This design comes from an exercise in tuning for small area, a short achievable clock period and few clock cycles per item on the open sky130 flow, not from production work. RTL that was checked went through simulation tests only; none was proved equivalent to the original. No driver is modelled on the clock port, so clock power and skew are understated where the tree is cut down; a real chip needs a root buffer or a tree. No activity file was given, so power comes from the tool's default toggle rates.

==> flow/design.v (excerpt) <==
module full_hash (
    input wire clk
    ,input wire rst_n
    ,input wire start
    ,input wire [7:0] Byte
    ,input wire End_of_File
    ,input wire F_dr
    ,output wire [0:31] R_h
    ,output wire F_rtr
    ,output wire H_ready
);
    reg  [31:4] g;         
    reg  [3:0]  x_row;     
    reg  [3:0]  x_hi;      
    reg  [3:0]  x_lo;      
    reg  [3:0]  s;         
    reg         v1;        
    reg         v2;        
    reg  [15:0] R_c;       
    reg         eof1;      
    reg         fin;       
    reg         fin2;      
    reg         done;      
    reg         restart;   
    reg         rdy;       
    wire        xfer = F_dr & rdy;
    wire [15:0] count = R_c + {15'd0, v1};
    wire        hi_zero = (count[15:8] == 8'd0);
    wire        start_now = start & hi_zero & (count[7:0] == 8'd0);
    wire [5:0]  m6_out;
    wire [5:0]  c6_lo, c6_hi;
    wire [3:0]  s_out;
    M6 modulo_m6 (.a(Byte), .b(m6_out));
    C6 modulo_c6_lo (.C6_in(count[7:0]), .C6_out(c6_lo));
    C6 modulo_c6_hi (.C6_in(count[15:8]), .C6_out(c6_hi));
    wire [5:0]  x = F_dr ? m6_out : eof1 ? c6_hi : c6_lo;
    sbox modulo_sbox (.row_oh(x_row), .col_hi(x_hi), .col_lo(x_lo), .out(s_out));
    wire sp01, sp02, sp03, sp12, sp13, sp23;
    assign sp01 = s[0] ^ s[1];
    assign sp02 = s[0] ^ s[2];
    assign sp03 = s[0] ^ s[3];
    assign sp12 = s[1] ^ s[2];
    assign sp13 = s[1] ^ s[3];
    assign sp23 = s[2] ^ s[3];
    wire [31:4] f;
  ...
==> flow/config.mk <==
export PLATFORM = sky130hd
export DESIGN_NAME = full_hash
export DESIGN_NICKNAME = full_hash
export VERILOG_FILES = /design/flow/design.v
export SDC_FILE = /design/flow/constraint.sdc
export NUM_CORES = 4
export LEC_CHECK = 0
export CAP_MARGIN = 20
export CORE_MARGIN = 2
export CORE_UTILIZATION = 40
export PLACE_DENSITY = 0.6
export SETUP_SLACK_MARGIN = 3.2
export SLEW_MARGIN = 20
==> flow/constraint.sdc <==
create_clock -name core_clock -period 5.0 [get_ports {clk}]
set_input_delay 1.0000 -clock core_clock [delete_from_list [all_inputs] [get_ports {clk}]]
set_output_delay 1.0000 -clock core_clock [all_outputs]
set_load 0.01 [all_outputs]
standard.sh (not shown) runs the stock make flow with config.mk's settings and CLKGATE_MAP_FILE= SYNTH_SCRIPT=/design/flow/synth_recipe.tcl, a recipe that flattens the netlist after the stock synthesis.
==> flow/flow/run.sh <==
#!/bin/bash
# Standard ORFS layout with two changes:
#  - the port buffers are buf_2 cells instead of the cell buffer_ports picks by
#    default (a slow delay buffer);
#  - after CTS, the clock tree is rebuilt with one level of buffers
#    (flow/post_cts.tcl): the clock port drives 3 clkbuf_16 cells, each
#    driving the registers of one slice of the core.
set -euo pipefail
export BUFFER_PORTS_ARGS="-buffer_cell sky130_fd_sc_hd__buf_2"
export POST_CTS_TCL="$PWD/flow/post_cts.tcl"
bash standard.sh > make.log 2>&1
Other scripts of this flow, unchanged in this note and not shown: flow/flow/post_cts.tcl
The baseline finished clean.
Then changed:
--- a/flow/config.mk
+++ b/flow/config.mk
@@ -10,4 +10,4 @@
 export CORE_UTILIZATION = 40
 export PLACE_DENSITY = 0.6
-export SETUP_SLACK_MARGIN = 3.2
+export SETUP_SLACK_MARGIN = 3.1
 export SLEW_MARGIN = 20
Effect: Total power goes down by 9.2%; global-route usage is lower by 0.82 points; die area stays the same; first-iteration DRC count does not change; sequential share of layout area goes up by 1.2 points; worst hold slack is worse by 0.0039 ns; sequential cell count does not change; cell count decreases by 2.6%; clock skew stays flat; area after synthesis does not change; via count went down by 2.7%.
Function was not checked in any run of this note: the RTL went through the layout flow alone. In every run of this note, the design's own scripts or RTL, not TritonCTS, make the clock network.

========
full_hash, a different RTL version from the one above (not shown whole).
For scale: about 47 I/O pins.
clock: 5.0 ns
lec_check: 0
cap_margin: 20
core_margin: 2
core_utilization: 50
place_density: 0.7
setup_slack_margin: 3.1
slew_margin: 20
==> flow/flow/post_cts.tcl <==
# POST_CTS hook: replace the clock tree TritonCTS built (two levels of
# buffers) by one level: the clock port drives 3 clkbuf_16 buffers, each driving
# the flip-flops in one slice of the core, split by x position. A shallower
# tree makes every register's clock arrive earlier by the same amount.
set block [ord::get_db_block]
set db [ord::get_db]
set clknet [$block findNet clk]

# every register clock pin reached from the clock port through buffers
proc clock_sinks {net} {
  set sinks {}
  foreach it [$net getITerms] {
    if {[$it isInputSignal] == 0 && [$it isOutputSignal]} continue
    set inst [$it getInst]
    set m [$inst getMaster]
    if {[string match "*clkbuf*" [$m getName]] && [[$it getMTerm] getName] eq "A"} {
      set out [$inst findITerm X]
      set onet [$out getNet]
      if {$onet ne "NULL"} { set sinks [concat $sinks [clock_sinks $onet]] }
    } elseif {[$m isSequential]} {
      lappend sinks $it
    } else {
      # a dummy load CTS added for balancing
      lappend ::dummy_loads $inst
    }
  }
  return $sinks
}

set ::dummy_loads {}
set sinks [clock_sinks $clknet]
puts "manual clock tree: [llength $sinks] sinks"

# remove the buffers and nets of the old tree
proc clock_tree_bufs {net} {
  set bufs {}
  foreach it [$net getITerms] {
    set inst [$it getInst]
    if {[string match "*clkbuf*" [[$inst getMaster] getName]] && [[$it getMTerm] getName] eq "A"} {
      lappend bufs $inst
      set onet [[$inst findITerm X] getNet]
      if {$onet ne "NULL"} { set bufs [concat $bufs [clock_tree_bufs $onet]] }
    }
  }
  return $bufs
}
set old [clock_tree_bufs $clknet]
set oldnets {}
foreach inst $old {
  set onet [[$inst findITerm X] getNet]
  if {$onet ne "NULL"} { lappend oldnets $onet }
}
foreach it $sinks { $it disconnect }
foreach inst $old { odb::dbInst_destroy $inst }
foreach inst $::dummy_loads { odb::dbInst_destroy $inst }
puts "removed [llength $::dummy_loads] dummy clock loads"
foreach n $oldnets { if {[llength [$n getITerms]] == 0} { odb::dbNet_destroy $n } }
puts "removed [llength $old] clock buffers"

set nb 3
set master [$db findMaster sky130_fd_sc_hd__clkbuf_16]
set pts {}
foreach it $sinks {
  lassign [[$it getInst] getLocation] x y
  lappend pts [list $x $y $it]
}
set pts [lsort -integer -index 0 $pts]
set n [llength $pts]
set per [expr {int(ceil(double($n)/$nb))}]
for {set b 0} {$b < $nb} {incr b} {
  set grp [lrange $pts [expr {$b*$per}] [expr {min($n,($b+1)*$per)-1}]]
  if {[llength $grp] == 0} continue
  set sx 0; set sy 0
  foreach s $grp { set sx [expr {$sx+[lindex $s 0]}]; set sy [expr {$sy+[lindex $s 1]}] }
  set cx [expr {$sx/[llength $grp]}]; set cy [expr {$sy/[llength $grp]}]
  set inst [odb::dbInst_create $block $master "clkbuf_leaf_$b"]
  $inst setLocation $cx $cy
  $inst setPlacementStatus PLACED
  set net [odb::dbNet_create $block "clknet_leaf_$b"]
  $net setSigType CLOCK
  foreach s $grp { [lindex $s 2] connect $net }
  [$inst findITerm X] connect $net
  [$inst findITerm A] connect $clknet
  puts "clock buffer $b: [llength $grp] sinks"
}
detailed_placement
check_placement -verbose
estimate_parasitics -placement
report_clock_latency
Scripts as last shown in full above: flow/flow/run.sh
The first run produced a clean layout.
Testbench counts at the start, summed over its fixed seeds: cycles 8,189, bytes 7,421.
Rerun with:
CORE_UTILIZATION = 40   (was 50)
PLACE_DENSITY = 0.6   (was 0.7)
Critical path depth is unchanged.
Global-route usage falls by 2.9 points.
Hold slack improved by 0.0047 ns.
Setup slack gets worse by 0.013 ns.
Sequential share of layout area stays flat.
Die area came out higher by a quarter to a third.
Via count came out lower slightly.
Core utilization falls by 11 points.
Routed wire length came out higher by a few percent.
Rerun with:
--- a/flow/flow/run.sh
+++ b/flow/flow/run.sh
@@ -3 +3 @@
-#  - the port buffers are buf_2 cells instead of the cell buffer_ports picks by
+#  - the port buffers are buf_1 cells instead of the cell buffer_ports picks by
@@ -6 +6 @@
-#    (flow/post_cts.tcl): the clock port drives 3 clkbuf_16 cells, each
+#    (flow/post_cts.tcl): the clock port drives 2 clkbuf_16 cells, each
@@ -9 +9 @@
-export BUFFER_PORTS_ARGS="-buffer_cell sky130_fd_sc_hd__buf_2"
+export BUFFER_PORTS_ARGS="-buffer_cell sky130_fd_sc_hd__buf_1"
--- a/flow/flow/post_cts.tcl
+++ b/flow/flow/post_cts.tcl
@@ -2 +2 @@
-# buffers) by one level: the clock port drives 3 clkbuf_16 buffers, each driving
+# buffers) by one level: the clock port drives 2 clkbuf_16 buffers, each driving
@@ -60 +60 @@
-set nb 3
+set nb 2
What happened: The changed run finished clean. Wire length rose by 2.8%. Worst setup slack loses 0.034 ns. Power fell by 0.34%. Sequential power rose by about 1%. First-iteration DRC count rose by about 43%. Cell area is about the same.
Rerun with:
--- a/flow/flow/run.sh
+++ b/flow/flow/run.sh
@@ -3 +3 @@
-#  - the port buffers are buf_1 cells instead of the cell buffer_ports picks by
+#  - the port buffers are buf_2 cells instead of the cell buffer_ports picks by
@@ -6 +6 @@
-#    (flow/post_cts.tcl): the clock port drives 2 clkbuf_16 cells, each
+#    (flow/post_cts.tcl): the clock port drives 3 clkbuf_16 cells, each
@@ -9 +9 @@
-export BUFFER_PORTS_ARGS="-buffer_cell sky130_fd_sc_hd__buf_1"
+export BUFFER_PORTS_ARGS="-buffer_cell sky130_fd_sc_hd__buf_2"
--- a/flow/flow/post_cts.tcl
+++ b/flow/flow/post_cts.tcl
@@ -2 +2 @@
-# buffers) by one level: the clock port drives 2 clkbuf_16 buffers, each driving
+# buffers) by one level: the clock port drives 3 clkbuf_16 buffers, each driving
@@ -60 +60 @@
-set nb 2
+set nb 3
SETUP_SLACK_MARGIN = 3.0   (was 3.1)
The new run ran to the end with no violations.
Power stays flat.
Wire length fell slightly.
Global-route usage decreases by 0.29 points.
Maximum frequency decreases slightly.
No run of this note takes its clock network from TritonCTS; it comes from the design's own scripts or RTL.

[re-timing with driven ports]
How much do the figures lean on ideal ports? The routed layouts below were timed once more, with nothing changed but the port constraints. Step 1 assumes that a clkbuf_16 drives the clock port and a buf_2 every other input. Step 2 moves the port delays by t, midway between the first and last clock arrival at a register: inputs arrive t later, outputs are due t later. That takes back most of the time a late clock gives input paths. a / b / c = ideal / step 1 / step 2; a / b = the first two.
| run | shift t [ns] | slack for setup (ns) | worst hold slack (ns) | worst setup path at the end | slew at the worst register clock pin (ns) |
|---|---|---|---|---|---|
| the first run of note 1 | 0.211 | 2.892 / 2.892 / 2.852 | 0.476 / 0.476 / 0.476 | input to register | 0.09 / 0.09 |
| the second run of note 1 | 0.211 | 2.873 / 2.873 / 2.744 | 0.472 / 0.472 / 0.472 | input to register | 0.09 / 0.09 |
| the first run of note 2 | 0.202 | 3.180 / 3.180 / 3.064 | 0.512 / 0.512 / 0.512 | input to register | 0.08 / 0.08 |
| the second run of note 2 | 0.207 | 3.167 / 3.167 / 3.029 | 0.516 / 0.516 / 0.516 | input to register | 0.08 / 0.08 |
| the third run of note 2 | 0.220 | 3.133 / 3.133 / 2.991 | 0.521 / 0.521 / 0.521 | input to register | 0.11 / 0.11 |
| the fourth run of note 2 | 0.205 | 3.097 / 3.122 / 2.925 | 0.507 / 0.507 / 0.507 | input to register | 0.08 / 0.08 |
After both steps setup and hold are still met in every run listed. For the fourth run of note 2, which loses most, drivers alone change the setup slack by +0.025 ns; drivers and shift together by -0.172 ns.
